From an optimization exercise on the open Yosys and OpenROAD flow, aimed at small area, a short achievable clock period and few clock cycles; shortcuts taken in it are not production practice.
The clock port is modelled as an ideal driver, which makes a skipped or thinned clock tree look cheaper than it is; a real chip needs a root buffer or a tree.
No activity file was given, so power comes from the tool's default toggle rates.

==> module conversion, before the edit <==
module conversion(
	ready,postfix,
	clk,reset,load,infix
);
input clk, reset, load;
input [7:0] infix;
output ready;
output [7:0] postfix;
localparam QN = 29;           
reg       c_dig, c_opn, c_cls, c_hi, c_pa, c_hp;
reg [3:0] nib;
wire [3:0] in_n = infix[3:0];
wire       ld   = load & ~reset;
always @(posedge clk) begin
	c_dig <= ld &  infix[4];
	c_opn <= ld & ~infix[4] & ~in_n[2] & ~in_n[1] & ~in_n[0];           
	c_cls <= ld & ~infix[4] & ~in_n[2] & ~in_n[1] &  in_n[0];           
	c_hi  <= ld & ~infix[4] &  in_n[1] & ~(in_n[0] ^ in_n[2]);          
	c_pa  <= ld & ~infix[4] & ~(in_n[2] & in_n[1]) & in_n[0];           
	c_hp  <= ld & ~infix[4] & (in_n[1] | in_n[0]);                      
	nib   <= in_n;
end
wire iv   = c_dig | c_opn | c_hi | c_pa;
reg  rst_r;
always @(posedge clk) rst_r <= reset;
wire c_lo = c_pa & ~c_cls;
reg        lv, lo, hv, ho;
reg [3:0]  hl, hh;            
reg        p;                 
reg [6:0]  so;                
reg        snd, rdy, hd;
reg [3:0]  h;
reg [3:0]  q [1:QN+1];
wire [3:0] hi_n = {1'b1, ho, 1'b1, ho};
wire [3:0] lo_n = {1'b1, lo, ~lo, 1'b1};
wire       n1   = c_dig | (hv & c_hp) | (lv & c_pa);             
wire       n2   = c_pa & hv & lv;                                
wire [3:0] curv = {lv, lo, hv, ho};
wire       e_nib = ~c_opn & ~p & c_dig;
wire       e_hi  = ~c_opn & ~p & ~c_dig & hv;
wire       e_lo  = ~c_opn & (p | (~c_dig & ~hv));
wire       o_nib = ~c_opn &  p & c_dig;
wire       o_hi  = ~c_opn &  p & ~c_dig & hv;
wire       o_lo  = ~c_opn & (~p | (~c_dig & ~hv));
wire [3:0] bus_e = ({4{c_opn}} & curv) | ({4{e_nib}} & nib) |
                   ({4{e_hi}} & hi_n) | ({4{e_lo}} & lo_n);
wire [3:0] bus_o = ({4{c_opn}} & curv) | ({4{o_nib}} & nib) |
                   ({4{o_hi}} & hi_n) | ({4{o_lo}} & lo_n);
wire [3:0] top = ({4{so[1]}} & ~q[29]) | ({4{so[2]}} & q[28]) |
                 ({4{so[3]}} & ~q[27]) | ({4{so[4]}} & q[26]) |
                 ({4{so[5]}} & ~q[25]) | ({4{so[6]}} & q[24]);
reg [15:0] dh;                
integer k;
always @(*)
	for (k = 0; k < 16; k = k + 1) dh[k] = hl[k % 4] & hh[k / 4];
wire [7:0] ds = {1'b0, so};
wire       h0   = hl[0] & hh[0];
wire       more = ~h0;                      
wire       done = snd & ~more & ~hv & ~lv;
wire       inc  = n2 | (n1 & p);
always @(posedge clk)
	if (rst_r) begin
		hl <= 4'b0001;
		hh <= 4'b0001;
		p  <= 1'b0;
	end
	else if (snd) begin
		if (more | done)
			p <= ~p;
		if (more & ~p) begin                 
			hl <= {hl[0], hl[3:1]};
			if (hl[0]) hh <= {hh[0], hh[3:1]};
		end
	end
	else begin
		p <= p ^ (n1 & ~n2);
		if (inc) begin                       
			hl <= {hl[2:0], hl[3]};
			if (hl[3]) hh <= {hh[2:0], hh[3]};
		end
	end
always @(*) q[QN+1] = 4'b0000;
wire [3:0] bn_e = {4{~snd}} & ~bus_e;
wire [3:0] bn_o = {4{~snd}} &  bus_o;
genvar i;
generate for (i = 1; i <= QN; i = i + 1) begin : g_q
	wire we;
	if (i % 2 == 0)
		assign we = (~p & dh[i/2]) | (p & dh[i/2-1]) |
		            ((QN - i < 8) ? (c_opn & ds[(QN - i) % 8]) : 1'b0);
	else
		assign we = dh[i/2] |
		            ((QN - i < 8) ? (c_opn & ds[(QN - i) % 8]) : 1'b0);
	always @(posedge clk)
		if (snd | we)
			q[i] <= ~(({4{snd}} & q[i+1]) | ((i % 2 == 0) ? bn_e : bn_o));
end endgenerate
always @(posedge clk) begin
	if (rst_r) begin
		so  <= 7'd1;
		snd <= 1'b0;
	end
	else if (snd) begin
		if (done)
			snd <= 1'b0;
	end
	else begin
		if (c_opn)
			so <= {so[5:0], 1'b0};
		else if (c_cls)
			so <= {1'b0, so[6:1]};
		if (iv && !load)
			snd <= 1'b1;
	end
end
wire keep = ~c_opn & ~c_pa & ~c_hi;         
always @(posedge clk) begin
	lv <= ~rst_r & ((snd & lv & (more | hv)) |
	                (~snd & ((c_cls & top[3]) | c_lo | (~c_opn & ~c_cls & lv))));
	lo <= (snd & lo) | (~snd & ((c_cls & top[2]) | (c_lo & nib[2]) | (~c_pa & lo)));
	hv <= ~rst_r & ((snd & hv & more) |
	                (~snd & ((c_cls & top[1]) | c_hi | (keep & hv))));
	ho <= (snd & ho) | (~snd & ((c_cls & top[0]) | (c_hi & nib[2]) | (~c_cls & ~c_hi & ho)));
end
wire t_q   = snd & more;
wire t_hi  = snd & ~more & hv;
wire t_lo  = snd & ~more & ~hv;
wire t_nib = ~snd & h0 & ~p & c_dig;        
wire t_h   = ~snd & ~(h0 & ~p & c_dig);
always @(posedge clk) begin
	h  <= ({4{t_q}} & ~q[1]) | ({4{t_hi}} & hi_n) | ({4{t_lo}} & lo_n) |
	      ({4{t_nib}} & nib) | ({4{t_h}} & h);
	hd <= (t_q & ~(~q[1][3] & (~q[1][2] | ~q[1][1]))) | t_nib | (t_h & hd);
end
always @(posedge clk)
	if (reset | rst_r)     rdy <= 1'b0;
	else if (snd)          rdy <= ~done;
	else if (iv && !load)  rdy <= 1'b1;
assign ready   = rdy;
assign postfix = {3'b001, hd, h};
endmodule
export LEC_CHECK = 0
export CAP_MARGIN = 20
export CORE_MARGIN = 2
export CORE_UTILIZATION = 40
export SETUP_SLACK_MARGIN = 2.85
export SLEW_MARGIN = 20
create_clock -name core_clock -period 4.5 [get_ports {clk}]
standard.sh (not shown) runs the stock make flow with config.mk's settings and CLKGATE_MAP_FILE= SYNTH_SCRIPT=/design/flow/synth_recipe.tcl, a recipe that flattens the netlist after the stock synthesis.
==> flow/flow/run.sh <==
#!/bin/bash
# Standard ORFS flow, except that the clock tree is built by flow/cts.tcl.
set -euo pipefail
# port buffers: plain buf_2 instead of the delay cell buffer_ports picks
export BUFFER_PORTS_ARGS="-buffer_cell sky130_fd_sc_hd__buf_2"
R=orfs/results/$FLOW_PLATFORM/conversion/base
bash standard.sh place > flow_place.log 2>&1
RES=$R SETUP_MARGIN=2.85 NROOT=4 NLEAF=2 ROOTBUF=sky130_fd_sc_hd__buf_16 LEAFBUF=sky130_fd_sc_hd__buf_16 \
	openroad -exit -no_init -threads $NUM_CORES flow/cts.tcl > flow_cts.log 2>&1
bash standard.sh finish > flow_finish.log 2>&1
Other scripts of this flow, unchanged in this note and not shown: flow/flow/cts.tcl, flow/flow/tree.tcl
The baseline passed the timing, DRC and antenna checks.
Edit:
--- a/flow/design.v
+++ b/flow/design.v
@@ -44,15 +44,15 @@
 wire       o_hi  = ~c_opn &  p & ~c_dig & hv;
 wire       o_lo  = ~c_opn & (~p | (~c_dig & ~hv));
 wire [3:0] bus_e = ({4{c_opn}} & curv) | ({4{e_nib}} & nib) |
                    ({4{e_hi}} & hi_n) | ({4{e_lo}} & lo_n);
 wire [3:0] bus_o = ({4{c_opn}} & curv) | ({4{o_nib}} & nib) |
                    ({4{o_hi}} & hi_n) | ({4{o_lo}} & lo_n);
-wire [3:0] top = ({4{so[1]}} & ~q[29]) | ({4{so[2]}} & q[28]) |
-                 ({4{so[3]}} & ~q[27]) | ({4{so[4]}} & q[26]) |
-                 ({4{so[5]}} & ~q[25]) | ({4{so[6]}} & q[24]);
+wire [3:0] top = ({4{so[1]}} & q[29]) | ({4{so[2]}} & q[28]) |
+                 ({4{so[3]}} & q[27]) | ({4{so[4]}} & q[26]) |
+                 ({4{so[5]}} & q[25]) | ({4{so[6]}} & q[24]);
 reg [15:0] dh;                
 integer k;
 always @(*)
 	for (k = 0; k < 16; k = k + 1) dh[k] = hl[k % 4] & hh[k / 4];
 wire [7:0] ds = {1'b0, so};
 wire       h0   = hl[0] & hh[0];
@@ -77,27 +77,25 @@
 		p <= p ^ (n1 & ~n2);
 		if (inc) begin                       
 			hl <= {hl[2:0], hl[3]};
 			if (hl[3]) hh <= {hh[2:0], hh[3]};
 		end
 	end
-always @(*) q[QN+1] = 4'b0000;
-wire [3:0] bn_e = {4{~snd}} & ~bus_e;
-wire [3:0] bn_o = {4{~snd}} &  bus_o;
+always @(*) q[QN+1] = bus_o;
 genvar i;
 generate for (i = 1; i <= QN; i = i + 1) begin : g_q
 	wire we;
 	if (i % 2 == 0)
 		assign we = (~p & dh[i/2]) | (p & dh[i/2-1]) |
 		            ((QN - i < 8) ? (c_opn & ds[(QN - i) % 8]) : 1'b0);
 	else
 		assign we = dh[i/2] |
 		            ((QN - i < 8) ? (c_opn & ds[(QN - i) % 8]) : 1'b0);
 	always @(posedge clk)
-		if (snd | we)
-			q[i] <= ~(({4{snd}} & q[i+1]) | ((i % 2 == 0) ? bn_e : bn_o));
+		if (snd)      q[i] <= q[i+1];
+		else if (we)  q[i] <= (i % 2 == 0) ? bus_e : bus_o;
 end endgenerate
 always @(posedge clk) begin
 	if (rst_r) begin
 		so  <= 7'd1;
 		snd <= 1'b0;
 	end
@@ -126,15 +124,15 @@
 wire t_q   = snd & more;
 wire t_hi  = snd & ~more & hv;
 wire t_lo  = snd & ~more & ~hv;
 wire t_nib = ~snd & h0 & ~p & c_dig;        
 wire t_h   = ~snd & ~(h0 & ~p & c_dig);
 always @(posedge clk) begin
-	h  <= ({4{t_q}} & ~q[1]) | ({4{t_hi}} & hi_n) | ({4{t_lo}} & lo_n) |
+	h  <= ({4{t_q}} & q[1]) | ({4{t_hi}} & hi_n) | ({4{t_lo}} & lo_n) |
 	      ({4{t_nib}} & nib) | ({4{t_h}} & h);
-	hd <= (t_q & ~(~q[1][3] & (~q[1][2] | ~q[1][1]))) | t_nib | (t_h & hd);
+	hd <= (t_q & ~(q[1][3] & (q[1][2] | q[1][1]))) | t_nib | (t_h & hd);
 end
 always @(posedge clk)
 	if (reset | rst_r)     rdy <= 1'b0;
 	else if (snd)          rdy <= ~done;
 	else if (iv && !load)  rdy <= 1'b1;
 assign ready   = rdy;
Effect:
- The changed run went through all stages and came out clean
- global-route usage grows by 0.29 points
- total power grows by 1.8%
- via count grows by 2.8%
- clock power barely changes
- first-iteration DRC count shrinks by 9.6%
- combinational power grows by 9.8%
- cell area grows by 3.1%
- worst hold slack loses 0.030 ns
- utilization hardly moves
- wire length stays flat
Function was not checked in any run of this note: the RTL went through the layout flow alone. No run of this note takes its clock network from TritonCTS; it comes from the design's own scripts or RTL.

[re-timing with driven ports]
The flow's constraints put no driver on any port. The routed layouts listed below were extracted and timed again, unchanged, in two steps.
Step 1: set_driving_cell puts a clkbuf_16 on clk and a buf_2 on each other input, an assumption about the parent block.
Step 2 also shifts input and output timing later by t, the mid clock arrival at the registers, as if the neighbouring blocks saw the same clock.
Three values: no drivers, after step 1, after step 2; two values: the first two.
| run | shift t [ns] | setup slack, ns | worst slew at a driven data input, ns | cell pins on the clock port's net |
|---|---|---|---|---|
| the first run | 0.348 | 2.828 / 2.773 / 2.752 | 0.03 | 4 |
| the second run | 0.351 | 2.835 / 2.763 / 2.785 | 0.03 | 4 |
After both steps every run listed still meets setup and hold. The setup slack of the first run, which loses most, moves by -0.055 ns with the drivers and by -0.076 ns with both steps.
